Source: an optimization exercise on an open RTL-to-GDS flow (aim: small area). Production flows keep margins and buffers that such runs may drop.
Function was checked by simulation only, so behaviour that the tests miss may differ from the original.
No activity file was given, so power comes from the tool's default toggle rates.

$ cat flow/config.mk
export PLATFORM = sky130hd
export DESIGN_NAME = Toplevelmodule
export DESIGN_NICKNAME = Toplevelmodule
export VERILOG_FILES = /design/flow/design.v
export SDC_FILE = /design/flow/constraint.sdc
export NUM_CORES = 4
export LEC_CHECK = 0
export ABC_AREA = 1
export CAP_MARGIN = 20
export CORE_MARGIN = 2
export CORE_UTILIZATION = 40
export SLEW_MARGIN = 20
$ cat flow/design.v
module hCounter(clk, rst, h_count, trig_v);
    input clk;
    input rst;
    output reg [9:0] h_count;
    output reg trig_v;
    wire last = h_count[9] & h_count[8] & (&h_count[4:0]);
    always @(posedge clk) begin
        if (rst) begin
            h_count <= 10'd0;
            trig_v <= 1'b0;
        end else begin
            h_count <= last ? 10'd0 : h_count + 10'd1;
            trig_v <= last;
        end
    end
endmodule
module vCounter(clk, rst, enable_v, v_count);
    input clk;
    input rst;
    input enable_v;
    output reg [9:0] v_count;
    wire last = v_count[9] & v_count[3] & v_count[2];
    always @(posedge clk) begin
        if (rst)
            v_count <= 10'd0;
        else if (enable_v)
            v_count <= last ? 10'd0 : v_count + 10'd1;
    end
endmodule
module vga_sync(
    input [9:0] h_count,
    input [9:0] v_count,
    output h_sync, v_sync, animate, last_row, sync_row
    );
    assign h_sync = ~((h_count >= 10'd656) & (h_count <= 10'd751));
    assign sync_row = (v_count >= 10'd490) & (v_count <= 10'd491);
    assign v_sync = ~sync_row;
    assign last_row = (v_count == 10'd479);
    assign animate = last_row & (h_count == 10'd640);
endmodule
module pixel_gen(
    input clk_d,
    input rst,
    input btn,
    input [9:0] pixel_x,
    input [9:0] pixel_y,
    input box, win,
    output wall, wall_mr,
    output [3:0] red,
    output [3:0] green,
    output [3:0] blue
    );
    wire r_n, gb_n;
    picture pic(pixel_x, pixel_y, btn, win, box, wall, wall_mr, r_n, gb_n);
    reg r, gb;
    always @(posedge clk_d) begin
        if (rst) begin
            r <= 1'b0; gb <= 1'b0;
        end else begin
            r <= r_n; gb <= gb_n;
        end
    end
    assign red = {4{r}};
    assign green = {4{gb}};
    assign blue = {4{gb}};
endmodule
module picture(
    input [9:0] pixel_x,
    input [9:0] pixel_y,
    input btn,
    input win,
    input box,
    output wall,
    output wall_mr,
    output r_n,
    output gb_n
    );
  wire new_n28, new_n29, new_n30, new_n31, new_n32, new_n33, new_n34, new_n35, new_n36, new_n37;
  wire new_n38, new_n39, new_n40, new_n41, new_n42, new_n43, new_n44, new_n45, new_n46, new_n47;
  wire new_n48, new_n49, new_n50, new_n51, new_n52, new_n53, new_n54, new_n55, new_n56, new_n57;
  wire new_n58, new_n59, new_n60, new_n61, new_n62, new_n63, new_n64, new_n65, new_n66, new_n67;
  wire new_n68, new_n69, new_n70, new_n71, new_n72, new_n73, new_n74, new_n75, new_n76, new_n77;
  wire new_n78, new_n79, new_n80, new_n81, new_n82, new_n83, new_n84, new_n85, new_n86, new_n87;
  wire new_n88, new_n89, new_n90, new_n91, new_n92, new_n93, new_n94, new_n95, new_n96, new_n97;
  wire new_n98, new_n99, new_n100, new_n101, new_n102, new_n103, new_n104, new_n105, new_n106, new_n107;
  wire new_n108, new_n109, new_n110, new_n111, new_n112, new_n113, new_n114, new_n115, new_n116, new_n117;
  wire new_n118, new_n119, new_n120, new_n121, new_n122, new_n123, new_n124, new_n125, new_n126, new_n127;
  wire new_n128, new_n129, new_n130, new_n131, new_n132, new_n133, new_n134, new_n135, new_n136, new_n137;
  wire new_n138, new_n139, new_n140, new_n141, new_n142, new_n143, new_n144, new_n145, new_n146, new_n147;
  wire new_n148, new_n149, new_n150, new_n151, new_n152, new_n153, new_n154, new_n155, new_n156, new_n157;
  wire new_n158, new_n159, new_n160, new_n161, new_n162, new_n163, new_n164, new_n165, new_n166, new_n167;
  wire new_n168, new_n169, new_n170, new_n171, new_n172, new_n173, new_n174, new_n175, new_n176, new_n177;
  wire new_n178, new_n179, new_n180, new_n181, new_n182, new_n183, new_n184, new_n185, new_n186, new_n187;
  wire new_n188, new_n189, new_n190, new_n191, new_n192, new_n193, new_n194, new_n195, new_n196, new_n197;
  wire new_n198, new_n199, new_n200, new_n201, new_n202, new_n203, new_n204, new_n206, new_n207, new_n208;
  wire new_n209, new_n210, new_n211, new_n212, new_n213, new_n214, new_n215, new_n216, new_n217, new_n218;
  wire new_n219, new_n220, new_n221, new_n222, new_n223, new_n224, new_n225, new_n226, new_n227, new_n228;
  wire new_n229, new_n230, new_n231, new_n232, new_n233, new_n234, new_n235, new_n236, new_n237, new_n238;
  wire new_n239, new_n240, new_n241, new_n243, new_n244, new_n245, new_n246, new_n247, new_n248, new_n249;
  wire new_n250, new_n251, new_n252, new_n253, new_n254, new_n255, new_n256, new_n257, new_n258, new_n259;
  wire new_n260, new_n261, new_n262, new_n263, new_n264, new_n265, new_n266, new_n267, new_n268, new_n269;
  wire new_n270, new_n271, new_n272, new_n273, new_n274, new_n275, new_n276, new_n277, new_n278, new_n279;
  wire new_n280, new_n281, new_n282, new_n283, new_n284, new_n285, new_n286, new_n287, new_n288, new_n289;
  wire new_n290, new_n291, new_n292, new_n293, new_n294, new_n295, new_n296, new_n297, new_n298, new_n299;
  wire new_n300, new_n301, new_n302, new_n303, new_n304, new_n305, new_n306, new_n307, new_n308, new_n309;
  wire new_n310, new_n311, new_n312, new_n313, new_n314, new_n315, new_n316, new_n317, new_n318, new_n319;
  wire new_n320, new_n321, new_n322, new_n323, new_n324, new_n325, new_n326, new_n327, new_n328, new_n329;
  wire new_n330, new_n331, new_n332, new_n333, new_n334, new_n335, new_n336, new_n337, new_n338, new_n339;
  wire new_n340, new_n341, new_n342, new_n343, new_n344, new_n345, new_n346, new_n347, new_n348, new_n349;
  wire new_n350, new_n351, new_n352, new_n353, new_n354, new_n355, new_n356, new_n357, new_n358, new_n359;
  wire new_n360, new_n361, new_n362, new_n363, new_n364, new_n365, new_n366, new_n367, new_n368, new_n369;
  wire new_n370, new_n371, new_n372, new_n373, new_n374, new_n375, new_n376, new_n377, new_n378, new_n379;
  wire new_n380, new_n381, new_n382, new_n383, new_n384, new_n385, new_n386, new_n387, new_n388, new_n389;
  wire new_n390, new_n391, new_n392, new_n393, new_n394, new_n395, new_n396, new_n397, new_n398, new_n399;
  wire new_n400, new_n401, new_n402, new_n403, new_n404, new_n405, new_n406, new_n407, new_n408, new_n409;
  wire new_n410, new_n411, new_n412, new_n413, new_n414, new_n415, new_n416, new_n417, new_n418, new_n419;
  wire new_n420, new_n421, new_n422, new_n423, new_n424, new_n425, new_n426, new_n427, new_n428, new_n429;
  wire new_n430, new_n431, new_n432, new_n433, new_n434, new_n435, new_n436, new_n437, new_n438, new_n439;
  wire new_n440, new_n441, new_n442, new_n443, new_n444, new_n445, new_n446, new_n447, new_n448, new_n449;
  wire new_n450, new_n451, new_n452, new_n453, new_n454, new_n455, new_n456, new_n457, new_n458, new_n459;
  wire new_n460, new_n461, new_n462, new_n463, new_n464, new_n465, new_n466, new_n467, new_n468, new_n469;
  wire new_n470, new_n471, new_n472, new_n473, new_n474, new_n475, new_n476, new_n477, new_n478, new_n479;
  wire new_n480, new_n481, new_n482, new_n483, new_n484, new_n485, new_n486, new_n487, new_n488, new_n489;
  wire new_n490, new_n491, new_n492, new_n493, new_n494, new_n495, new_n496, new_n497, new_n498, new_n499;
  wire new_n500, new_n501, new_n502, new_n503, new_n504, new_n505, new_n506, new_n507, new_n508, new_n509;
  wire new_n510, new_n511, new_n512, new_n513, new_n514, new_n515, new_n516, new_n517, new_n518, new_n519;
  wire new_n520, new_n521, new_n522, new_n523, new_n524, new_n525, new_n526, new_n527, new_n528, new_n529;
  wire new_n530, new_n531, new_n532, new_n533, new_n534, new_n535, new_n536, new_n537, new_n538, new_n539;
  wire new_n540, new_n541, new_n542, new_n543, new_n544, new_n545, new_n546, new_n547, new_n548, new_n549;
  wire new_n550, new_n551, new_n552, new_n553, new_n554, new_n555, new_n556, new_n557, new_n558, new_n559;
  wire new_n560, new_n561, new_n562, new_n563, new_n564, new_n565, new_n566, new_n567, new_n568, new_n569;
  wire new_n570, new_n571, new_n572, new_n573, new_n574, new_n575, new_n576, new_n577, new_n578, new_n579;
  wire new_n580, new_n581, new_n582, new_n583, new_n584, new_n585, new_n586, new_n587, new_n588, new_n589;
  wire new_n590, new_n591, new_n592, new_n593, new_n594, new_n595, new_n596, new_n597, new_n598, new_n599;
  wire new_n600, new_n601, new_n602, new_n603, new_n604, new_n605, new_n606, new_n607, new_n608, new_n609;
  wire new_n610, new_n611, new_n612, new_n613, new_n614, new_n615, new_n616, new_n617, new_n618, new_n619;
  wire new_n620, new_n621, new_n622, new_n623, new_n624, new_n625, new_n626, new_n627, new_n628, new_n629;
  wire new_n630, new_n631, new_n632, new_n633, new_n634, new_n635, new_n636, new_n637, new_n638, new_n639;
  wire new_n640, new_n641, new_n642, new_n643, new_n644, new_n645, new_n646, new_n647, new_n648, new_n649;
  wire new_n650, new_n651, new_n652, new_n653, new_n654, new_n655, new_n656, new_n657, new_n658, new_n659;
  wire new_n660, new_n661, new_n662, new_n663, new_n664, new_n665, new_n666, new_n667, new_n668, new_n669;
  wire new_n670, new_n671, new_n672, new_n673, new_n674, new_n675, new_n676, new_n677, new_n678, new_n679;
  wire new_n680, new_n681, new_n682, new_n683, new_n684, new_n685, new_n686, new_n687, new_n688, new_n689;
  wire new_n690, new_n691, new_n692, new_n693, new_n694, new_n695, new_n696, new_n697, new_n699, new_n700;
  assign new_n28 = pixel_y[4] & pixel_y[5];
  assign new_n29 = ~pixel_y[6] & pixel_y[7];
  assign new_n30 = ~new_n28 & new_n29;
  assign new_n31 = ~pixel_y[7] & ~pixel_y[8];
  assign new_n32 = pixel_y[6] & new_n31;
  assign new_n33 = ~new_n30 & ~new_n32;
  assign new_n34 = pixel_x[4] & pixel_x[5];
  assign new_n35 = pixel_x[3] & new_n34;
  assign new_n36 = ~pixel_x[4] & ~pixel_x[5];
  assign new_n37 = ~pixel_x[3] & ~pixel_x[5];
  assign new_n38 = ~new_n36 & ~new_n37;
  assign new_n39 = ~new_n35 & new_n38;
  assign new_n40 = pixel_x[6] & new_n39;
  assign new_n41 = new_n33 & new_n40;
  assign new_n42 = pixel_y[7] & pixel_y[8];
  assign new_n43 = ~pixel_y[4] & new_n31;
  assign new_n44 = ~new_n42 & ~new_n43;
  assign new_n45 = ~pixel_y[4] & pixel_y[6];
  assign new_n46 = ~pixel_y[5] & ~new_n45;
  assign new_n47 = ~new_n44 & new_n46;
  assign new_n48 = ~pixel_y[9] & ~new_n47;
  assign new_n49 = ~pixel_y[3] & ~pixel_y[4];
  assign new_n50 = pixel_y[8] & ~new_n49;
  assign new_n51 = pixel_y[4] & ~pixel_y[6];
  assign new_n52 = pixel_y[3] & new_n51;
  assign new_n53 = ~new_n50 & ~new_n52;
  assign new_n54 = pixel_y[5] & ~new_n53;
  assign new_n55 = pixel_y[5] & ~pixel_y[8];
  assign new_n56 = pixel_y[6] & ~new_n55;
  assign new_n57 = ~new_n54 & ~new_n56;
  assign new_n58 = pixel_y[5] & pixel_y[6];
  assign new_n59 = pixel_y[8] & ~new_n58;
  assign new_n60 = ~new_n57 & ~new_n59;
  assign new_n61 = new_n48 & ~new_n60;
  assign new_n62 = pixel_y[3] & pixel_y[4];
  assign new_n63 = pixel_y[6] & new_n62;
  assign new_n64 = ~new_n61 & new_n63;
  assign new_n65 = ~pixel_y[4] & ~pixel_y[5];
  assign new_n66 = pixel_y[6] & ~new_n65;
  assign new_n67 = pixel_y[8] & ~new_n66;
  assign new_n68 = ~pixel_y[6] & ~new_n28;
  assign new_n69 = ~new_n42 & ~new_n68;
  assign new_n70 = ~new_n67 & ~new_n69;
  assign new_n71 = ~pixel_y[9] & ~new_n31;
  assign new_n72 = ~new_n70 & new_n71;
  assign new_n73 = new_n64 & new_n72;
  assign new_n74 = ~new_n57 & ~new_n64;
  assign new_n75 = new_n72 & ~new_n74;
  assign new_n76 = new_n30 & ~new_n65;
  assign new_n77 = ~pixel_y[8] & ~new_n76;
  assign new_n78 = ~new_n42 & ~new_n77;
  assign new_n79 = ~new_n75 & ~new_n78;
  assign new_n80 = new_n48 & ~new_n79;
  assign new_n81 = ~new_n58 & ~new_n63;
  assign new_n82 = new_n80 & new_n81;
  assign new_n83 = new_n66 & new_n82;
  assign new_n84 = ~new_n73 & ~new_n83;
  assign new_n85 = ~pixel_x[3] & ~pixel_x[4];
  assign new_n86 = pixel_x[5] & ~new_n85;
  assign new_n87 = pixel_x[6] & new_n86;
  assign new_n88 = new_n84 & new_n87;
  assign new_n89 = ~pixel_y[7] & new_n57;
  assign new_n90 = ~pixel_x[6] & new_n39;
  assign new_n91 = ~new_n89 & new_n90;
  assign new_n92 = ~new_n88 & ~new_n91;
  assign new_n93 = ~new_n41 & new_n92;
  assign new_n94 = ~pixel_y[4] & ~pixel_y[6];
  assign new_n95 = ~pixel_y[5] & new_n94;
  assign new_n96 = ~pixel_y[8] & new_n95;
  assign new_n97 = ~pixel_y[5] & ~pixel_y[6];
  assign new_n98 = new_n42 & ~new_n97;
  assign new_n99 = pixel_y[7] & new_n58;
  assign new_n100 = ~pixel_y[9] & ~new_n99;
  assign new_n101 = ~new_n98 & new_n100;
  assign new_n102 = ~new_n96 & new_n101;
  assign new_n103 = ~new_n93 & new_n102;
  assign new_n104 = ~pixel_x[5] & ~pixel_x[6];
  assign new_n105 = ~pixel_y[3] & ~new_n31;
  assign new_n106 = pixel_y[3] & ~new_n42;
  assign new_n107 = ~new_n105 & ~new_n106;
  assign new_n108 = new_n61 & new_n107;
  assign new_n109 = new_n45 & new_n108;
  assign new_n110 = ~new_n104 & ~new_n109;
  assign new_n111 = ~new_n103 & new_n110;
  assign new_n112 = new_n54 & new_n94;
  assign new_n113 = new_n80 & new_n112;
  assign new_n114 = ~new_n73 & ~new_n113;
  assign new_n115 = ~pixel_x[6] & ~new_n34;
  assign new_n116 = ~new_n36 & new_n115;
  assign new_n117 = new_n114 & new_n116;
  assign new_n118 = pixel_x[5] & pixel_x[6];
  assign new_n119 = ~pixel_y[8] & new_n29;
  assign new_n120 = new_n75 & new_n119;
  assign new_n121 = ~new_n109 & ~new_n120;
  assign new_n122 = new_n118 & new_n121;
  assign new_n123 = ~new_n113 & new_n122;
  assign new_n124 = ~new_n117 & ~new_n123;
  assign new_n125 = ~new_n111 & new_n124;
  assign new_n126 = pixel_x[7] & ~pixel_x[8];
  assign new_n127 = ~new_n75 & ~new_n82;
  assign new_n128 = new_n118 & ~new_n127;
  assign new_n129 = pixel_y[3] & ~pixel_y[6];
  assign new_n130 = ~pixel_y[9] & ~new_n33;
  assign new_n131 = new_n77 & new_n130;
  assign new_n132 = new_n129 & new_n131;
  assign new_n133 = ~pixel_y[3] & new_n95;
  assign new_n134 = new_n80 & new_n133;
  assign new_n135 = ~new_n132 & ~new_n134;
  assign new_n136 = new_n42 & new_n80;
  assign new_n137 = new_n135 & ~new_n136;
  assign new_n138 = ~new_n128 & ~new_n137;
  assign new_n139 = new_n126 & ~new_n138;
  assign new_n140 = ~new_n125 & new_n139;
  assign new_n141 = ~pixel_x[6] & ~new_n86;
  assign new_n142 = ~new_n83 & new_n135;
  assign new_n143 = new_n141 & ~new_n142;
  assign new_n144 = pixel_x[6] & ~new_n36;
  assign new_n145 = ~new_n104 & ~new_n144;
  assign new_n146 = new_n120 & new_n145;
  assign new_n147 = ~new_n143 & ~new_n146;
  assign new_n148 = ~new_n135 & new_n147;
  assign new_n149 = new_n115 & ~new_n121;
  assign new_n150 = ~new_n83 & ~new_n149;
  assign new_n151 = ~new_n148 & new_n150;
  assign new_n152 = ~new_n40 & ~new_n151;
  assign new_n153 = ~new_n109 & new_n114;
  assign new_n154 = new_n144 & ~new_n153;
  assign new_n155 = ~new_n113 & ~new_n131;
  assign new_n156 = new_n85 & new_n104;
  assign new_n157 = ~new_n155 & new_n156;
  assign new_n158 = ~pixel_x[7] & pixel_x[8];
  assign new_n159 = pixel_x[3] & pixel_x[6];
  assign new_n160 = new_n34 & new_n159;
  assign new_n161 = ~new_n115 & ~new_n160;
  assign new_n162 = new_n136 & ~new_n161;
  assign new_n163 = new_n158 & ~new_n162;
  assign new_n164 = ~new_n157 & new_n163;
  assign new_n165 = ~new_n154 & new_n164;
  assign new_n166 = ~new_n152 & new_n165;
  assign new_n167 = ~pixel_x[7] & ~pixel_x[8];
  assign new_n168 = new_n37 & new_n61;
  assign new_n169 = new_n89 & ~new_n133;
  assign new_n170 = new_n72 & ~new_n169;
  assign new_n171 = ~new_n168 & ~new_n170;
  assign new_n172 = ~pixel_x[6] & ~new_n171;
  assign new_n173 = ~new_n132 & ~new_n172;
  assign new_n174 = new_n121 & new_n173;
  assign new_n175 = ~new_n128 & new_n174;
  assign new_n176 = new_n92 & ~new_n175;
  assign new_n177 = new_n167 & ~new_n176;
  assign new_n178 = ~pixel_x[6] & ~pixel_x[8];
  assign new_n179 = new_n36 & new_n178;
  assign new_n180 = pixel_y[8] & ~new_n69;
  assign new_n181 = ~new_n29 & ~new_n32;
  assign new_n182 = ~new_n180 & new_n181;
  assign new_n183 = pixel_x[3] & ~new_n182;
  assign new_n184 = new_n61 & new_n183;
  assign new_n185 = new_n179 & ~new_n184;
  assign new_n186 = new_n84 & new_n185;
  assign new_n187 = ~new_n177 & ~new_n186;
  assign new_n188 = ~new_n166 & new_n187;
  assign new_n189 = ~pixel_y[9] & new_n31;
  assign new_n190 = new_n54 & new_n189;
  assign new_n191 = ~new_n188 & ~new_n190;
  assign new_n192 = ~new_n140 & ~new_n191;
  assign new_n193 = ~pixel_y[5] & new_n108;
  assign new_n194 = ~new_n192 & ~new_n193;
  assign new_n195 = pixel_y[8] & ~new_n114;
  assign new_n196 = ~new_n136 & ~new_n193;
  assign new_n197 = ~new_n195 & new_n196;
  assign new_n198 = ~new_n144 & ~new_n197;
  assign new_n199 = pixel_x[7] & pixel_x[8];
  assign new_n200 = new_n147 & new_n199;
  assign new_n201 = ~new_n198 & new_n200;
  assign new_n202 = ~pixel_x[7] & new_n179;
  assign new_n203 = ~pixel_x[9] & ~new_n202;
  assign new_n204 = ~new_n201 & new_n203;
  assign wall_mr = ~new_n194 & new_n204;
  assign new_n206 = pixel_x[3] & ~pixel_x[5];
  assign new_n207 = ~pixel_x[3] & ~pixel_x[6];
  assign new_n208 = new_n77 & new_n207;
  assign new_n209 = ~new_n206 & ~new_n208;
  assign new_n210 = pixel_x[9] & ~new_n167;
  assign new_n211 = new_n42 & new_n58;
  assign new_n212 = ~pixel_y[9] & ~new_n211;
  assign new_n213 = ~new_n210 & new_n212;
  assign new_n214 = ~pixel_x[4] & ~new_n104;
  assign new_n215 = new_n199 & new_n214;
  assign new_n216 = new_n213 & new_n215;
  assign new_n217 = ~new_n47 & new_n216;
  assign new_n218 = ~new_n209 & new_n217;
  assign new_n219 = ~new_n66 & ~new_n68;
  assign new_n220 = new_n80 & ~new_n219;
  assign new_n221 = ~new_n61 & new_n104;
  assign new_n222 = ~pixel_x[5] & ~new_n72;
  assign new_n223 = pixel_x[6] & ~new_n222;
  assign new_n224 = new_n61 & new_n223;
  assign new_n225 = ~new_n221 & ~new_n224;
  assign new_n226 = ~new_n220 & new_n225;
  assign new_n227 = ~new_n67 & new_n159;
  assign new_n228 = ~pixel_x[5] & pixel_x[6];
  assign new_n229 = ~new_n66 & new_n228;
  assign new_n230 = ~new_n227 & ~new_n229;
  assign new_n231 = pixel_x[4] & ~new_n230;
  assign new_n232 = pixel_x[3] & ~pixel_x[4];
  assign new_n233 = ~new_n36 & ~new_n232;
  assign new_n234 = ~pixel_x[6] & ~new_n233;
  assign new_n235 = ~new_n222 & new_n234;
  assign new_n236 = ~new_n231 & ~new_n235;
  assign new_n237 = ~pixel_x[9] & ~new_n206;
  assign new_n238 = new_n158 & new_n237;
  assign new_n239 = ~new_n236 & new_n238;
  assign new_n240 = ~new_n226 & new_n239;
  assign new_n241 = ~new_n218 & ~new_n240;
  assign wall = wall_mr | ~new_n241;
  assign new_n243 = pixel_y[4] & new_n99;
  assign new_n244 = pixel_y[1] & pixel_y[2];
  assign new_n245 = pixel_y[0] & new_n244;
  assign new_n246 = pixel_y[3] & new_n245;
  assign new_n247 = new_n95 & ~new_n246;
  assign new_n248 = new_n78 & new_n247;
  assign new_n249 = ~new_n243 & ~new_n248;
  assign new_n250 = new_n164 & ~new_n249;
  assign new_n251 = ~pixel_y[1] & ~pixel_y[2];
  assign new_n252 = new_n62 & ~new_n251;
  assign new_n253 = ~pixel_y[5] & ~new_n252;
  assign new_n254 = ~pixel_y[0] & new_n251;
  assign new_n255 = pixel_y[3] & new_n28;
  assign new_n256 = ~new_n254 & new_n255;
  assign new_n257 = new_n32 & ~new_n256;
  assign new_n258 = ~new_n253 & new_n257;
  assign new_n259 = ~new_n250 & ~new_n258;
  assign new_n260 = ~pixel_x[2] & ~pixel_x[5];
  assign new_n261 = ~pixel_x[0] & ~pixel_x[1];
  assign new_n262 = new_n260 & new_n261;
  assign new_n263 = new_n144 & ~new_n262;
  assign new_n264 = ~new_n37 & new_n263;
  assign new_n265 = pixel_x[1] & pixel_x[2];
  assign new_n266 = pixel_x[3] & new_n265;
  assign new_n267 = new_n36 & ~new_n266;
  assign new_n268 = new_n158 & ~new_n267;
  assign new_n269 = ~pixel_x[9] & ~new_n268;
  assign new_n270 = ~new_n264 & ~new_n269;
  assign new_n271 = ~pixel_x[9] & ~new_n141;
  assign new_n272 = pixel_x[0] & pixel_x[1];
  assign new_n273 = ~pixel_x[2] & ~new_n272;
  assign new_n274 = pixel_x[3] & pixel_x[4];
  assign new_n275 = ~new_n273 & new_n274;
  assign new_n276 = pixel_x[2] & pixel_x[3];
  assign new_n277 = ~new_n261 & new_n276;
  assign new_n278 = ~pixel_x[4] & ~new_n277;
  assign new_n279 = ~new_n275 & ~new_n278;
  assign new_n280 = pixel_x[7] & ~new_n279;
  assign new_n281 = ~new_n271 & ~new_n280;
  assign new_n282 = ~pixel_x[3] & new_n273;
  assign new_n283 = new_n34 & ~new_n282;
  assign new_n284 = new_n158 & new_n283;
  assign new_n285 = ~pixel_x[2] & ~pixel_x[3];
  assign new_n286 = new_n34 & ~new_n285;
  assign new_n287 = new_n199 & ~new_n286;
  assign new_n288 = ~new_n284 & ~new_n287;
  assign new_n289 = ~new_n281 & new_n288;
  assign new_n290 = ~new_n270 & ~new_n289;
  assign new_n291 = ~new_n259 & ~new_n290;
  assign new_n292 = new_n133 & ~new_n245;
  assign new_n293 = new_n42 & ~new_n292;
  assign new_n294 = new_n31 & ~new_n58;
  assign new_n295 = ~new_n293 & ~new_n294;
  assign new_n296 = ~pixel_x[6] & pixel_x[9];
  assign new_n297 = pixel_x[2] & ~pixel_x[4];
  assign new_n298 = ~pixel_x[2] & pixel_x[4];
  assign new_n299 = ~new_n297 & ~new_n298;
  assign new_n300 = ~pixel_x[1] & ~new_n232;
  assign new_n301 = new_n299 & new_n300;
  assign new_n302 = pixel_x[1] & ~new_n38;
  assign new_n303 = ~new_n85 & new_n302;
  assign new_n304 = ~new_n301 & ~new_n303;
  assign new_n305 = pixel_x[6] & ~new_n283;
  assign new_n306 = new_n158 & new_n305;
  assign new_n307 = new_n304 & new_n306;
  assign new_n308 = ~new_n296 & ~new_n307;
  assign new_n309 = ~new_n39 & ~new_n273;
  assign new_n310 = ~new_n260 & ~new_n309;
  assign new_n311 = ~new_n308 & new_n310;
  assign new_n312 = new_n85 & new_n273;
  assign new_n313 = ~new_n104 & ~new_n312;
  assign new_n314 = new_n268 & ~new_n313;
  assign new_n315 = pixel_x[4] & new_n277;
  assign new_n316 = new_n228 & ~new_n315;
  assign new_n317 = new_n35 & new_n265;
  assign new_n318 = ~pixel_x[6] & new_n317;
  assign new_n319 = ~new_n316 & ~new_n318;
  assign new_n320 = new_n126 & ~new_n319;
  assign new_n321 = ~new_n314 & ~new_n320;
  assign new_n322 = ~new_n311 & new_n321;
  assign new_n323 = new_n295 & ~new_n322;
  assign new_n324 = ~pixel_y[8] & ~new_n99;
  assign new_n325 = pixel_y[2] & pixel_y[3];
  assign new_n326 = pixel_y[7] & new_n325;
  assign new_n327 = new_n66 & new_n326;
  assign new_n328 = ~new_n263 & ~new_n327;
  assign new_n329 = ~new_n40 & new_n328;
  assign new_n330 = new_n324 & ~new_n329;
  assign new_n331 = ~pixel_x[3] & ~new_n265;
  assign new_n332 = new_n104 & new_n331;
  assign new_n333 = new_n36 & ~new_n159;
  assign new_n334 = ~new_n283 & ~new_n333;
  assign new_n335 = ~new_n104 & new_n324;
  assign new_n336 = ~new_n334 & ~new_n335;
  assign new_n337 = ~new_n332 & ~new_n336;
  assign new_n338 = ~new_n330 & new_n337;
  assign new_n339 = new_n295 & ~new_n338;
  assign new_n340 = ~pixel_y[0] & ~pixel_y[2];
  assign new_n341 = new_n252 & ~new_n340;
  assign new_n342 = new_n99 & ~new_n341;
  assign new_n343 = ~new_n258 & ~new_n342;
  assign new_n344 = ~new_n339 & new_n343;
  assign new_n345 = new_n85 & ~new_n265;
  assign new_n346 = new_n118 & ~new_n345;
  assign new_n347 = new_n156 & new_n262;
  assign new_n348 = new_n199 & ~new_n347;
  assign new_n349 = ~new_n346 & new_n348;
  assign new_n350 = ~new_n344 & new_n349;
  assign new_n351 = ~new_n49 & new_n58;
  assign new_n352 = pixel_x[5] & ~pixel_x[6];
  assign new_n353 = ~new_n305 & ~new_n352;
  assign new_n354 = ~pixel_y[7] & ~new_n353;
  assign new_n355 = ~new_n293 & ~new_n354;
  assign new_n356 = ~new_n351 & ~new_n355;
  assign new_n357 = ~new_n207 & new_n260;
  assign new_n358 = new_n301 & new_n357;
  assign new_n359 = new_n49 & new_n254;
  assign new_n360 = new_n99 & ~new_n359;
  assign new_n361 = ~pixel_y[8] & ~new_n352;
  assign new_n362 = ~new_n360 & new_n361;
  assign new_n363 = ~new_n358 & new_n362;
  assign new_n364 = pixel_x[7] & ~new_n36;
  assign new_n365 = ~pixel_x[8] & ~new_n364;
  assign new_n366 = ~new_n281 & new_n365;
  assign new_n367 = ~new_n363 & new_n366;
  assign new_n368 = ~new_n356 & new_n367;
  assign new_n369 = ~btn & ~new_n368;
  assign new_n370 = ~new_n350 & new_n369;
  assign new_n371 = ~new_n323 & new_n370;
  assign new_n372 = ~new_n291 & new_n371;
  assign new_n373 = ~pixel_x[1] & ~pixel_x[3];
  assign new_n374 = new_n325 & ~new_n373;
  assign new_n375 = new_n299 & ~new_n374;
  assign new_n376 = pixel_y[1] & pixel_y[4];
  assign new_n377 = ~pixel_y[1] & ~pixel_y[4];
  assign new_n378 = ~new_n376 & ~new_n377;
  assign new_n379 = new_n325 & new_n378;
  assign new_n380 = pixel_y[4] & ~new_n325;
  assign new_n381 = ~pixel_x[1] & pixel_x[6];
  assign new_n382 = new_n380 & new_n381;
  assign new_n383 = ~new_n379 & ~new_n382;
  assign new_n384 = ~new_n375 & ~new_n383;
  assign new_n385 = ~pixel_y[2] & ~pixel_y[3];
  assign new_n386 = pixel_y[1] & new_n385;
  assign new_n387 = pixel_y[4] & new_n297;
  assign new_n388 = new_n386 & new_n387;
  assign new_n389 = ~new_n384 & ~new_n388;
  assign new_n390 = new_n232 & ~new_n265;
  assign new_n391 = ~new_n389 & ~new_n390;
  assign new_n392 = ~pixel_y[1] & pixel_y[2];
  assign new_n393 = ~new_n276 & ~new_n285;
  assign new_n394 = ~pixel_x[4] & new_n393;
  assign new_n395 = ~pixel_x[1] & ~pixel_x[2];
  assign new_n396 = ~new_n265 & ~new_n395;
  assign new_n397 = ~new_n394 & new_n396;
  assign new_n398 = ~new_n392 & ~new_n397;
  assign new_n399 = ~pixel_x[2] & ~new_n398;
  assign new_n400 = ~pixel_x[1] & pixel_x[3];
  assign new_n401 = pixel_y[1] & pixel_y[3];
  assign new_n402 = ~new_n276 & ~new_n401;
  assign new_n403 = ~new_n400 & new_n402;
  assign new_n404 = ~new_n399 & new_n403;
  assign new_n405 = pixel_x[3] & pixel_y[4];
  assign new_n406 = ~new_n385 & new_n405;
  assign new_n407 = new_n404 & new_n406;
  assign new_n408 = ~new_n391 & ~new_n407;
  assign new_n409 = new_n228 & ~new_n408;
  assign new_n410 = ~pixel_y[3] & ~new_n244;
  assign new_n411 = ~pixel_x[1] & ~pixel_x[4];
  assign new_n412 = ~new_n251 & new_n411;
  assign new_n413 = new_n410 & new_n412;
  assign new_n414 = ~new_n325 & ~new_n385;
  assign new_n415 = pixel_x[4] & ~pixel_y[1];
  assign new_n416 = ~new_n414 & new_n415;
  assign new_n417 = ~new_n413 & ~new_n416;
  assign new_n418 = ~new_n380 & ~new_n393;
  assign new_n419 = new_n393 & new_n397;
  assign new_n420 = ~new_n418 & ~new_n419;
  assign new_n421 = pixel_y[4] & ~new_n420;
  assign new_n422 = ~new_n417 & ~new_n421;
  assign new_n423 = new_n417 & ~new_n420;
  assign new_n424 = ~new_n384 & ~new_n397;
  assign new_n425 = new_n352 & ~new_n424;
  assign new_n426 = ~new_n423 & new_n425;
  assign new_n427 = ~new_n422 & new_n426;
  assign new_n428 = ~pixel_x[4] & new_n118;
  assign new_n429 = ~pixel_y[1] & ~pixel_y[3];
  assign new_n430 = ~new_n401 & ~new_n429;
  assign new_n431 = ~pixel_y[2] & pixel_y[4];
  assign new_n432 = ~new_n430 & new_n431;
  assign new_n433 = ~new_n379 & ~new_n432;
  assign new_n434 = new_n428 & ~new_n433;
  assign new_n435 = ~pixel_x[6] & ~pixel_y[4];
  assign new_n436 = new_n385 & new_n435;
  assign new_n437 = ~new_n434 & ~new_n436;
  assign new_n438 = ~new_n304 & ~new_n437;
  assign new_n439 = pixel_y[5] & ~new_n438;
  assign new_n440 = ~new_n427 & new_n439;
  assign new_n441 = ~new_n409 & new_n440;
  assign new_n442 = ~pixel_y[2] & new_n378;
  assign new_n443 = pixel_y[3] & new_n442;
  assign new_n444 = pixel_x[1] & pixel_x[3];
  assign new_n445 = ~new_n373 & ~new_n444;
  assign new_n446 = ~pixel_x[2] & ~new_n445;
  assign new_n447 = ~new_n276 & ~new_n446;
  assign new_n448 = new_n443 & new_n447;
  assign new_n449 = ~pixel_y[2] & ~pixel_y[4];
  assign new_n450 = ~new_n62 & ~new_n449;
  assign new_n451 = ~new_n380 & ~new_n450;
  assign new_n452 = pixel_x[4] & ~new_n449;
  assign new_n453 = new_n445 & ~new_n452;
  assign new_n454 = ~new_n445 & new_n452;
  assign new_n455 = ~new_n453 & ~new_n454;
  assign new_n456 = ~new_n451 & new_n455;
  assign new_n457 = ~pixel_x[2] & pixel_y[2];
  assign new_n458 = ~pixel_x[3] & ~pixel_y[3];
  assign new_n459 = ~new_n457 & ~new_n458;
  assign new_n460 = ~new_n384 & ~new_n459;
  assign new_n461 = new_n456 & new_n460;
  assign new_n462 = ~new_n448 & ~new_n461;
  assign new_n463 = new_n428 & ~new_n462;
  assign new_n464 = ~pixel_x[4] & pixel_y[3];
  assign new_n465 = pixel_x[2] & ~new_n464;
  assign new_n466 = ~new_n456 & ~new_n465;
  assign new_n467 = ~pixel_x[5] & pixel_y[2];
  assign new_n468 = ~new_n466 & ~new_n467;
  assign new_n469 = ~new_n266 & ~new_n380;
  assign new_n470 = ~pixel_y[2] & ~new_n265;
  assign new_n471 = ~new_n331 & ~new_n470;
  assign new_n472 = new_n116 & new_n471;
  assign new_n473 = ~new_n469 & new_n472;
  assign new_n474 = ~new_n468 & new_n473;
  assign new_n475 = pixel_x[5] & ~new_n411;
  assign new_n476 = ~pixel_x[5] & new_n411;
  assign new_n477 = ~new_n475 & ~new_n476;
  assign new_n478 = ~pixel_x[6] & ~new_n477;
  assign new_n479 = pixel_x[1] & pixel_x[4];
  assign new_n480 = new_n228 & new_n479;
  assign new_n481 = ~new_n428 & ~new_n480;
  assign new_n482 = pixel_y[1] & ~new_n481;
  assign new_n483 = ~new_n478 & ~new_n482;
  assign new_n484 = ~new_n85 & new_n393;
  assign new_n485 = ~new_n36 & ~new_n484;
  assign new_n486 = ~new_n385 & new_n393;
  assign new_n487 = ~new_n485 & ~new_n486;
  assign new_n488 = ~new_n483 & new_n487;
  assign new_n489 = pixel_x[6] & new_n450;
  assign new_n490 = ~pixel_x[2] & ~new_n489;
  assign new_n491 = pixel_x[2] & pixel_x[6];
  assign new_n492 = pixel_x[1] & ~pixel_x[4];
  assign new_n493 = ~pixel_x[5] & ~new_n492;
  assign new_n494 = ~new_n491 & new_n493;
  assign new_n495 = ~new_n455 & new_n494;
  assign new_n496 = ~new_n490 & new_n495;
  assign new_n497 = ~new_n488 & ~new_n496;
  assign new_n498 = ~new_n474 & new_n497;
  assign new_n499 = ~new_n463 & new_n498;
  assign new_n500 = ~new_n49 & ~new_n499;
  assign new_n501 = ~pixel_x[2] & ~new_n85;
  assign new_n502 = ~new_n297 & ~new_n400;
  assign new_n503 = ~new_n411 & ~new_n502;
  assign new_n504 = ~new_n501 & ~new_n503;
  assign new_n505 = new_n443 & ~new_n504;
  assign new_n506 = ~pixel_x[3] & ~pixel_y[2];
  assign new_n507 = new_n400 & new_n457;
  assign new_n508 = ~new_n506 & ~new_n507;
  assign new_n509 = pixel_y[4] & ~new_n297;
  assign new_n510 = new_n429 & ~new_n479;
  assign new_n511 = new_n509 & new_n510;
  assign new_n512 = ~new_n508 & new_n511;
  assign new_n513 = ~new_n505 & ~new_n512;
  assign new_n514 = new_n228 & ~new_n513;
  assign new_n515 = ~pixel_y[5] & ~new_n514;
  assign new_n516 = ~new_n500 & new_n515;
  assign new_n517 = pixel_x[9] & ~new_n516;
  assign new_n518 = new_n199 & new_n380;
  assign new_n519 = new_n346 & new_n518;
  assign new_n520 = ~pixel_x[3] & ~new_n479;
  assign new_n521 = pixel_x[2] & ~new_n392;
  assign new_n522 = ~new_n520 & new_n521;
  assign new_n523 = new_n274 & ~new_n386;
  assign new_n524 = ~new_n522 & ~new_n523;
  assign new_n525 = new_n519 & new_n524;
  assign new_n526 = ~new_n404 & new_n525;
  assign new_n527 = ~pixel_x[2] & pixel_x[5];
  assign new_n528 = ~new_n447 & ~new_n527;
  assign new_n529 = ~pixel_x[4] & ~new_n528;
  assign new_n530 = new_n206 & new_n529;
  assign new_n531 = pixel_y[2] & ~pixel_y[5];
  assign new_n532 = ~pixel_y[2] & pixel_y[5];
  assign new_n533 = ~new_n531 & ~new_n532;
  assign new_n534 = ~pixel_y[4] & ~new_n533;
  assign new_n535 = pixel_y[5] & new_n244;
  assign new_n536 = new_n509 & new_n535;
  assign new_n537 = new_n475 & new_n536;
  assign new_n538 = ~new_n534 & ~new_n537;
  assign new_n539 = ~new_n530 & ~new_n538;
  assign new_n540 = new_n296 & ~new_n527;
  assign new_n541 = pixel_x[1] & pixel_x[7];
  assign new_n542 = pixel_x[3] & ~new_n541;
  assign new_n543 = pixel_x[6] & ~new_n85;
  assign new_n544 = pixel_y[1] & new_n543;
  assign new_n545 = ~new_n542 & new_n544;
  assign new_n546 = ~new_n540 & ~new_n545;
  assign new_n547 = ~pixel_x[1] & pixel_x[7];
  assign new_n548 = ~new_n228 & new_n547;
  assign new_n549 = ~pixel_x[7] & new_n228;
  assign new_n550 = pixel_x[4] & ~new_n549;
  assign new_n551 = ~new_n548 & new_n550;
  assign new_n552 = new_n400 & new_n464;
  assign new_n553 = pixel_x[2] & ~new_n552;
  assign new_n554 = pixel_y[3] & ~new_n553;
  assign new_n555 = ~new_n551 & new_n554;
  assign new_n556 = ~new_n546 & new_n555;
  assign new_n557 = new_n539 & new_n556;
  assign new_n558 = ~new_n526 & ~new_n557;
  assign new_n559 = ~new_n517 & new_n558;
  assign new_n560 = ~new_n441 & ~new_n559;
  assign new_n561 = ~pixel_x[3] & ~new_n299;
  assign new_n562 = pixel_x[2] & ~pixel_y[2];
  assign new_n563 = pixel_x[4] & ~new_n457;
  assign new_n564 = ~new_n562 & new_n563;
  assign new_n565 = ~new_n561 & ~new_n564;
  assign new_n566 = ~pixel_x[5] & ~new_n565;
  assign new_n567 = ~new_n317 & ~new_n566;
  assign new_n568 = pixel_x[8] & ~pixel_y[4];
  assign new_n569 = ~new_n567 & ~new_n568;
  assign new_n570 = ~pixel_x[9] & new_n567;
  assign new_n571 = new_n520 & new_n527;
  assign new_n572 = pixel_x[8] & new_n118;
  assign new_n573 = ~new_n178 & ~new_n572;
  assign new_n574 = ~pixel_y[3] & ~new_n573;
  assign new_n575 = ~new_n571 & new_n574;
  assign new_n576 = ~new_n570 & new_n575;
  assign new_n577 = ~new_n569 & new_n576;
  assign new_n578 = new_n539 & new_n577;
  assign new_n579 = ~pixel_x[1] & pixel_x[5];
  assign new_n580 = ~pixel_x[5] & new_n380;
  assign new_n581 = ~new_n579 & ~new_n580;
  assign new_n582 = ~pixel_y[5] & ~new_n385;
  assign new_n583 = pixel_x[2] & ~new_n232;
  assign new_n584 = new_n296 & new_n583;
  assign new_n585 = new_n582 & new_n584;
  assign new_n586 = ~new_n581 & new_n585;
  assign new_n587 = ~new_n456 & new_n586;
  assign new_n588 = ~new_n578 & ~new_n587;
  assign new_n589 = ~new_n560 & new_n588;
  assign new_n590 = new_n119 & ~new_n589;
  assign new_n591 = pixel_x[9] & new_n493;
  assign new_n592 = new_n120 & new_n591;
  assign new_n593 = pixel_x[7] & new_n297;
  assign new_n594 = new_n132 & new_n593;
  assign new_n595 = ~new_n592 & ~new_n594;
  assign new_n596 = new_n159 & new_n392;
  assign new_n597 = ~new_n595 & new_n596;
  assign new_n598 = ~new_n159 & ~new_n207;
  assign new_n599 = ~pixel_x[2] & ~new_n582;
  assign new_n600 = ~new_n598 & new_n599;
  assign new_n601 = ~pixel_x[2] & ~new_n376;
  assign new_n602 = new_n393 & new_n582;
  assign new_n603 = ~new_n601 & new_n602;
  assign new_n604 = ~new_n600 & ~new_n603;
  assign new_n605 = ~new_n325 & ~new_n521;
  assign new_n606 = new_n51 & ~new_n605;
  assign new_n607 = new_n45 & ~new_n325;
  assign new_n608 = ~pixel_y[5] & ~new_n607;
  assign new_n609 = ~new_n606 & new_n608;
  assign new_n610 = new_n36 & ~new_n609;
  assign new_n611 = ~new_n604 & new_n610;
  assign new_n612 = ~pixel_y[3] & pixel_y[6];
  assign new_n613 = ~new_n129 & ~new_n251;
  assign new_n614 = ~new_n612 & new_n613;
  assign new_n615 = ~pixel_x[2] & ~new_n614;
  assign new_n616 = ~pixel_y[4] & new_n357;
  assign new_n617 = pixel_y[2] & pixel_y[6];
  assign new_n618 = ~new_n616 & new_n617;
  assign new_n619 = new_n94 & ~new_n244;
  assign new_n620 = ~new_n251 & new_n619;
  assign new_n621 = ~new_n618 & ~new_n620;
  assign new_n622 = ~new_n615 & new_n621;
  assign new_n623 = new_n615 & ~new_n621;
  assign new_n624 = ~new_n39 & ~new_n623;
  assign new_n625 = ~new_n622 & new_n624;
  assign new_n626 = pixel_x[4] & ~new_n276;
  assign new_n627 = new_n614 & ~new_n626;
  assign new_n628 = ~new_n39 & new_n298;
  assign new_n629 = new_n36 & new_n276;
  assign new_n630 = ~new_n35 & ~new_n629;
  assign new_n631 = ~new_n49 & ~new_n630;
  assign new_n632 = ~new_n628 & ~new_n631;
  assign new_n633 = ~new_n627 & new_n632;
  assign new_n634 = new_n51 & ~new_n251;
  assign new_n635 = ~new_n357 & new_n634;
  assign new_n636 = new_n129 & ~new_n251;
  assign new_n637 = ~new_n410 & ~new_n617;
  assign new_n638 = ~new_n636 & new_n637;
  assign new_n639 = ~new_n635 & ~new_n638;
  assign new_n640 = ~new_n633 & new_n639;
  assign new_n641 = ~new_n625 & new_n640;
  assign new_n642 = ~new_n464 & new_n506;
  assign new_n643 = ~new_n386 & new_n642;
  assign new_n644 = new_n553 & ~new_n643;
  assign new_n645 = ~new_n325 & ~new_n644;
  assign new_n646 = new_n529 & ~new_n645;
  assign new_n647 = pixel_y[5] & ~new_n646;
  assign new_n648 = new_n52 & new_n244;
  assign new_n649 = ~new_n51 & new_n626;
  assign new_n650 = new_n638 & new_n649;
  assign new_n651 = ~new_n628 & new_n650;
  assign new_n652 = ~new_n648 & ~new_n651;
  assign new_n653 = ~new_n647 & new_n652;
  assign new_n654 = ~new_n641 & new_n653;
  assign new_n655 = new_n276 & ~new_n579;
  assign new_n656 = ~new_n302 & new_n655;
  assign new_n657 = ~pixel_x[4] & ~new_n655;
  assign new_n658 = new_n410 & ~new_n657;
  assign new_n659 = ~new_n656 & new_n658;
  assign new_n660 = ~pixel_y[3] & new_n251;
  assign new_n661 = new_n528 & new_n660;
  assign new_n662 = ~new_n659 & ~new_n661;
  assign new_n663 = ~new_n28 & ~new_n118;
  assign new_n664 = new_n662 & ~new_n663;
  assign new_n665 = ~new_n543 & ~new_n664;
  assign new_n666 = ~new_n654 & new_n665;
  assign new_n667 = ~new_n611 & ~new_n666;
  assign new_n668 = pixel_x[9] & ~pixel_y[7];
  assign new_n669 = win & new_n668;
  assign new_n670 = new_n59 & new_n669;
  assign new_n671 = ~new_n667 & new_n670;
  assign new_n672 = ~new_n378 & new_n444;
  assign new_n673 = new_n567 & new_n672;
  assign new_n674 = new_n304 & ~new_n673;
  assign new_n675 = new_n450 & ~new_n674;
  assign new_n676 = ~new_n400 & ~new_n662;
  assign new_n677 = new_n442 & ~new_n676;
  assign new_n678 = ~new_n675 & ~new_n677;
  assign new_n679 = pixel_x[9] & new_n104;
  assign new_n680 = ~new_n644 & new_n679;
  assign new_n681 = ~new_n266 & ~new_n298;
  assign new_n682 = ~pixel_y[4] & ~new_n681;
  assign new_n683 = pixel_x[4] & ~new_n400;
  assign new_n684 = ~new_n446 & new_n683;
  assign new_n685 = ~new_n682 & ~new_n684;
  assign new_n686 = pixel_x[7] & new_n572;
  assign new_n687 = ~new_n685 & new_n686;
  assign new_n688 = ~new_n680 & ~new_n687;
  assign new_n689 = new_n31 & new_n351;
  assign new_n690 = ~new_n688 & new_n689;
  assign new_n691 = ~new_n678 & new_n690;
  assign new_n692 = btn & ~new_n691;
  assign new_n693 = ~new_n671 & new_n692;
  assign new_n694 = ~new_n597 & new_n693;
  assign new_n695 = ~new_n590 & new_n694;
  assign new_n696 = ~wall & new_n695;
  assign new_n697 = ~new_n372 & ~new_n696;
  assign gb_n = new_n213 & ~new_n697;
  assign new_n699 = btn & ~win;
  assign new_n700 = box & new_n699;
  assign r_n = gb_n & ~new_n700;
endmodule
module movement(
    input clk,
    input rst,
    input animate,
    input last_row,
    input sync_row,
    input left, right, up, down,
    input [9:0] h_count, v_count,
    input wall, wall_mr,
    output box, win
    );
    reg [9:1] xp, yp;
    reg bl, br, bu, bd;
    reg c;
    wire [10:0] dx = {1'b0, h_count} - {1'b0, xp, 1'b0};
    wire [10:0] dy = {1'b0, v_count} - {1'b0, yp, 1'b0};
    wire [9:0] dxm = dx[9:0];
    wire [9:0] dym = dy[9:0];
    assign box = (dx[10:4] == 7'd0) & (dy[10:4] == 7'd0);
    assign win = (xp >= 9'd225) & (xp <= 9'd504);
    wire row0 = (dym == 10'd0);
    wire col0 = (dxm == 10'd0);
    wire hit_l = row0 & wall & ((dxm == 10'd1014) | (dxm == 10'd5) | (dxm == 10'd1021));
    wire hit_r = row0 & ((wall & ((dxm == 10'd10) | (dxm == 10'd25))) | (wall_mr & (dxm == 10'd17)));
    wire hit_u = col0 & wall & (dym == 10'd25);
    wire hit_d = col0 & wall & (dym == 10'd1014);
    always @(posedge clk) begin
        if (rst | sync_row) begin
            bl <= 1'b0; br <= 1'b0; bu <= 1'b0; bd <= 1'b0;
        end else if (animate) begin
            bl <= left & ~bl;
            br <= ~left & right & ~br;
            bu <= ~left & ~right & up & ~bu;
            bd <= ~left & ~right & ~up & down & ~bd;
        end else begin
            bl <= bl | hit_l; br <= br | hit_r; bu <= bu | hit_u; bd <= bd | hit_d;
        end
    end
    wire [3:0] i = h_count[3:0];
    wire step = last_row & (h_count[9:4] == 6'b101001) & (i <= 4'd8);
    wire mx = bl | br;
    wire neg = bl | bd;
    wire k = (i == 4'd0) | (neg ? ((i == 4'd1) | (i >= 4'd3)) : (i == 4'd2));
    wire a = mx ? xp[1] : yp[1];
    wire s = a ^ k ^ c;
    always @(posedge clk) begin
        c <= step & ((a & k) | (a & c) | (k & c));
        if (rst) begin
            xp <= 9'd8;
            yp <= 9'd36;
        end else if (step) begin
            if (mx) xp <= {s, xp[9:2]};
            if (bu | bd) yp <= {s, yp[9:2]};
        end
    end
endmodule
module inputs(
    input clk_d,
    input rst,
    input btn1, btn2, btn3, btn4,
    output reg left, right, up, down
    );
    always @(posedge clk_d) begin
        if (rst | ~(btn1 | btn2 | btn3 | btn4)) begin
            left <= 1'b0; right <= 1'b0; up <= 1'b0; down <= 1'b0;
        end else if (btn1 | btn2) begin
            left <= btn1; right <= ~btn1;
        end else begin
            up <= btn3; down <= ~btn3;
        end
    end
endmodule
module Toplevelmodule(
    input clk,
    input rst,
    input count_x, count_y, btn1, btn2, btn3, btn4, btn5,
    output h_sync, v_sync,
    output [3:0] red, green, blue
    );
    wire v_trig, animate, last_row, sync_row;
    wire [9:0] h_count, v_count;
    wire left, right, up, down;
    wire wall, wall_mr, box, win;
    hCounter hc(clk, rst, h_count, v_trig);
    vCounter vc(clk, rst, v_trig, v_count);
    vga_sync vgas(h_count, v_count, h_sync, v_sync, animate, last_row, sync_row);
    inputs i(clk, rst, btn1, btn2, btn3, btn4, left, right, up, down);
    movement m1(clk, rst, animate, last_row, sync_row, left, right, up, down, h_count, v_count,
                wall, wall_mr, box, win);
    pixel_gen pg(clk, rst, btn5, h_count, v_count, box, win,
                 wall, wall_mr, red, green, blue);
endmodule
$ cat flow/standard.sh
#!/bin/bash
# synth_recipe.tcl (not shown) runs the flow's synth.tcl, then flattens the netlist and writes it again
# the make line also repeats each setting of config.mk as NAME=value (left out here)
make -C /OpenROAD-flow-scripts/flow DESIGN_CONFIG=/design/flow/config.mk WORK_HOME=/design/flow/orfs CLKGATE_MAP_FILE= SYNTH_SCRIPT=/design/flow/synth_recipe.tcl "${@:-finish}"
$ cat flow/constraint.sdc
create_clock -name core_clock -period 20.0 [get_ports {clk}]
set_input_delay 4.0000 -clock core_clock [delete_from_list [all_inputs] [get_ports {clk}]]
set_output_delay 4.0000 -clock core_clock [all_outputs]
set_load 0.01 [all_outputs]
$ cat flow/flow/my_synth.tcl
# The standard flow's synthesis (synth_recipe.tcl), except that ORFS's synth.tcl is run
# with the ABC script flow/abc_map.script for the mapping of the
# combinational logic. Everything else, including the flip-flop mapping,
# flattening and renaming, is as in synth_recipe.tcl.
if { [info exists ::env(FLOW_NO_FA)] && $::env(FLOW_NO_FA) } {
  # no extraction of adders: ABC maps the arithmetic with the rest
  set ::env(ADDER_MAP_FILE) ""
}
proc synth {args} { yosys synth -nofsm -noshare {*}$args }
set fh [open $::env(SCRIPTS_DIR)/synth.tcl]
set script [read $fh]
close $fh
set old {log_cmd abc {*}$abc_args}
set new {log_cmd abc -script $::env(FLOW_ABC_SCRIPT) {*}$lib_args {*}$lib_dont_use_args}
if { [string first $old $script] < 0 } { error "abc call not found in synth.tcl" }
set script [string map [list $old $new] $script]
uplevel #0 $script
# left out here: clear keep_hierarchy, flatten, clean up, hide names made inside functions, write 1_2_yosys.v
$ cat flow/flow/run.sh
#!/bin/bash
# The standard layout (standard.sh) with these changes:
#  - synthesis by flow/my_synth.tcl: the standard flow's synthesis, but the combinational
#    logic is mapped by ABC (deepsyn, then area-oriented mapping) with the script flow/abc_map.script,
#    and adders are not extracted into half/full adder cells first;
#  - clock tree synthesis with clkbuf_8 buffers and no dummy loads;
#  - port buffers (every input and output still gets one) of cell buf_1.
# Each tool's output goes to flow.log (make) and the ORFS logs under orfs/logs.
set -euo pipefail
HERE=$(pwd)
export FLOW_ABC_SCRIPT=$HERE/flow/abc_map.script
export FLOW_NO_FA=1
export BUFFER_PORTS_ARGS="-buffer_cell sky130_fd_sc_hd__buf_1"
export CTS_ARGS="-sink_clustering_enable -repair_clock_nets -buf_list sky130_fd_sc_hd__clkbuf_8 -dont_use_dummy_load"
sed -e "s#SYNTH_SCRIPT=[^ ]*synth_recipe.tcl#SYNTH_SCRIPT=$HERE/flow/my_synth.tcl#" standard.sh > my_standard.sh
grep -q "SYNTH_SCRIPT=$HERE/flow/my_synth.tcl" my_standard.sh
bash my_standard.sh > flow.log 2>&1
$ cat flow/flow/abc_map.script
strash
&get -n
&deepsyn -T 300 -S 2
&put
dc2
resub -K 8
dc2
dch -f
amap -m
topo
==> flow_metrics.py <==
metrics = {
    "clock_network": {
        "cts_htree_levels": 2,
        "clockBufferDepth": 2,
        "holdBufCountCts": 0,
        "post_cts_resized": 0,
        "clock_latency_ps": 330,
        "cts.sink_count": 50,
        "cts_tree": "done",
        "postCtsSetupRepairBufs": 0,
        "cts.clk_slew.worst_paths_ps": 90,
        "root_buffer": "clkbuf_8",
        "numCtsBuffers": 5,
    },
    "sta": {
        "finalSetupViolations": 0,
        "fin_tns_setup_ps": 0,
        "fin_crit_ps": 7490,
        "final_max_slew_viol_count": 0,
        "min_period_over_period": 0.375,
        "hold_violations": 0,
        "skew_ps": 21.3,
        "slew_headroom": 0.385,
        "worst_slew_pin_slew_ps": 922,
        "rsz0062_at_grt": "false",
        "timing.fmax_mhz": 133,
    },
    "yosys": {
        "synth_top_area_frac": 0.217,
        "synth.distinct_cells": 48,
        "synth-seq-cells": 50,
        "post-synth-top-count-cell": "nor2_1",
        "synth_common_cells": "175 x nor2_1, 93 x clkinv_1, 76 x o21ai_0",
        "synthFlopType": "dfxtp_1",
        "async_flop_share": 0,
        "synthTopCellsByArea": "dfxtp_1 22%, nor2_1 14%, o21ai_0 8.3%, clkinv_1 7.6%, nand2_1 4.9%",
        "yosysTopAreaCell": "dfxtp_1",
        "synthesis.nets": 761,
        "synth_edf_count": 0,
        "syn-instance-count": 752,
        "ys_warn_count": 5,
        "synth_area_sq_um": 4600,
        "seq_area_frac_synth": 0.217,
        "synth_area_per_cell_sq_um": 6.12,
    },
    "global_route": {
        "antenna_found_initial": 0,
        "grt_max_degree": 23,
        "grt_pass1_wl_mm": 32.6,
        "grt_use_total": 0.336,
        "overflow": 0,
        "grt_pass1_vias": 5690,
    },
    "layout": {
        "nNetsFinal": 782,
        "area_delta_synth_final_pct": 6.03,
        "drive_gt1_frac": 0.0143,
        "antennaDiodeCount": 0,
        "n_fill_cell": 1272,
    },
    "worst_setup_path": {
        "criticalPathCategory": "flop to flop",
        "required_ps": 20220,
        "cpPeakStageDelay_ps": 880,
        "timing.critical_path.from": "vc.v_count[3]",
        "start_kind": "flop",
        "ff2ff_setup_slack_ps": 12510,
        "critical-path-slowest-cell": "dfxtp_1",
        "cp_max_fo": 19,
        "rr_endpoint": "m1.br",
        "crit-reg2reg-launch": "vc.v_count[3]",
        "arrival_ps": 7720,
        "cp_top_family": "compound AO/OA/AOI/OAI gates",
        "worst-path-stages": 27,
        "end_kind": "flop",
        "crit_buf_inv": 3,
        "r2r_cells": 27,
        "crit_end": "m1.br",
        "cp_common_cell": "a31oi_1",
    },
    "routing": {
        "first_iter_violations": 780,
        "drtAntennaViolNets": 0,
        "drt_pass1_iterations": 6,
        "wirelength_mm": 20.9,
        "vias": 6154,
        "vias_per_cell": 6.73,
        "route.detailed.drc": 0,
        "post_drt_wl_per_cell_microns": 22.9,
    },
    "floorplanning": {
        "rows": 39,
        "dieArea_sq_um": 12400,
        "die_w_microns": 111,
        "fp.coreArea_sq_um": 11300,
        "start_util": 0.407,
        "pin_count": 23,
        "die_y_microns": 111,
    },
    "power": {
        "power_density_nw_per_um2": 36.8,
        "p_total_mw": 0.180,
        "leakage_nw": 1.48,
        "peakVddDrop_uv": 48.0,
    },
    "placement": {
        "routabilityCongestion": 1.02,
        "dp_hpwl_mm": 15.8,
        "io_buffers": 20,
    },
    "worst_hold_path": {
        "hp-class": "flop to flop",
    },
    "job": {
        "maxCapViolCount": 0,
    },
    "run_status": {
        "status": "complete, no violations",
    },
}
per-stage QoR:
step	utilization	hold WS, ps	std cells	setup slack [ps]	cell area (sq um)
floorplan	-	442	752	14240	4600
global placement	0.425	469	909	12770	4810
finish	0.431	475	914	12510	4880
detailed placement	0.425	470	909	12890	4810
global route	0.431	518	914	12030	4880
CTS	0.431	482	914	12840	4880
final cells by class:
class,instances,area [sq um],area share
multi-input cells,597,3160,0.648
flip-flops and latches,50,1000,0.205
inverters,93,349,0.0715
well taps,143,179,0.0367
repair buffers,26,120,0.0246
clock buffers,5,68.8,0.0141
routing by layer:
metal | wire, microns | part of all wire | vias to the layer above | global-route usage
met5 | 0 | 0 | - | 0
met2 | 8790 | 0.42 | 436 | 0.504
li1 | - | - | 2804 | -
met4 | 1170 | 0.056 | 0 | 0.174
met1 | 8440 | 0.40 | 2821 | 0.441
met3 | 2540 | 0.12 | 93 | 0.0886
worst min-delay path, delay by kind of cell (launching register included):
| family | cells | cell delay [ps] |
|---|---|---|
| AOI/OAI and AO/OA | 1 | 70 |
| buffers and inverters | 1 | 50 |
| DFF | 1 | 310 |
flip-flops by register name (all words and copies together) (netlist names):
register / flops
m1.c: 1
m1.xp: 9
vc.v_count: 10
i.up: 1
m1.bd: 1
m1.yp: 9
i.left: 1
i.right: 1
m1.bl: 1
hc.h_count: 10
pg.r: 1
hc.trig_v: 1
pg.gb: 1
m1.br: 1
m1.bu: 1
i.down: 1
placed cells by master, fill, tap and decap left out, types with 18 or more instances in the layout:
cell type / Yosys / layout
a22oi_1: 18 / 18
nand2_1: 60 / 60
o21ai_0: 76 / 76
dfxtp_1: 50 / 50
o22ai_1: 28 / 28
nand3_1: 20 / 20
nor2_1: 175 / 175
buf_1: 0 / 20
nor3_1: 38 / 38
a21oi_1: 31 / 31
clkinv_1: 93 / 93
a31oi_1: 21 / 21
how the worst min path moves through the flow:
stage	startpoint	end	slack, ps	cells after the start
2_1_floorplan	i.down	i.down	440	2
3_3_place_gp	i.down	i.down	470	2
3_5_place_dp	i.down	i.down	470	2
4_1_cts	i.down	i.down	480	2
5_1_grt	i.down	i.down	520	2
6_report	i.down	i.down	470	2
report_power, final:
group | switching (mW) | internal [mW] | leakage, nW
Clock | 0.0340 | 0.0227 | 0.0359
Sequential | 0.00241 | 0.101 | 0.405
Combinational | 0.0143 | 0.00571 | 1.04
Total | 0.0507 | 0.129 | 1.48
cells by family after synthesis:
group                  Yosys count  synth area share
multiplexers                     1           0.00217
AO/OA/AOI/OAI                  262             0.372
AND/OR/NAND/NOR                334             0.313
buffers and inverters          105            0.0954
flip-flops                      50             0.217

## static timing again, ports no longer ideal
Ports are ideal in the flow. The routed layout listed here was re-timed in OpenROAD. Step 1 assumes that a clkbuf_16 drives the clock port and a buf_2 every other input. Step 2 times the ports against the registers' clock, not the clock port: input delays grow and output delays shrink by t, the midpoint of the rising clock arrivals with the driver on. Three values: ideal ports, drivers, drivers and shift; two values: the first two.
t, ns: 0.359
slack for setup (ns): 12.505 / 12.505 / 12.505
worst register clock-pin slew, ns: 0.10 / 0.10
After both steps this run still meets setup and hold. The setup slack of this run moves by 0.000 ns with the drivers and by 0.000 ns with both steps.
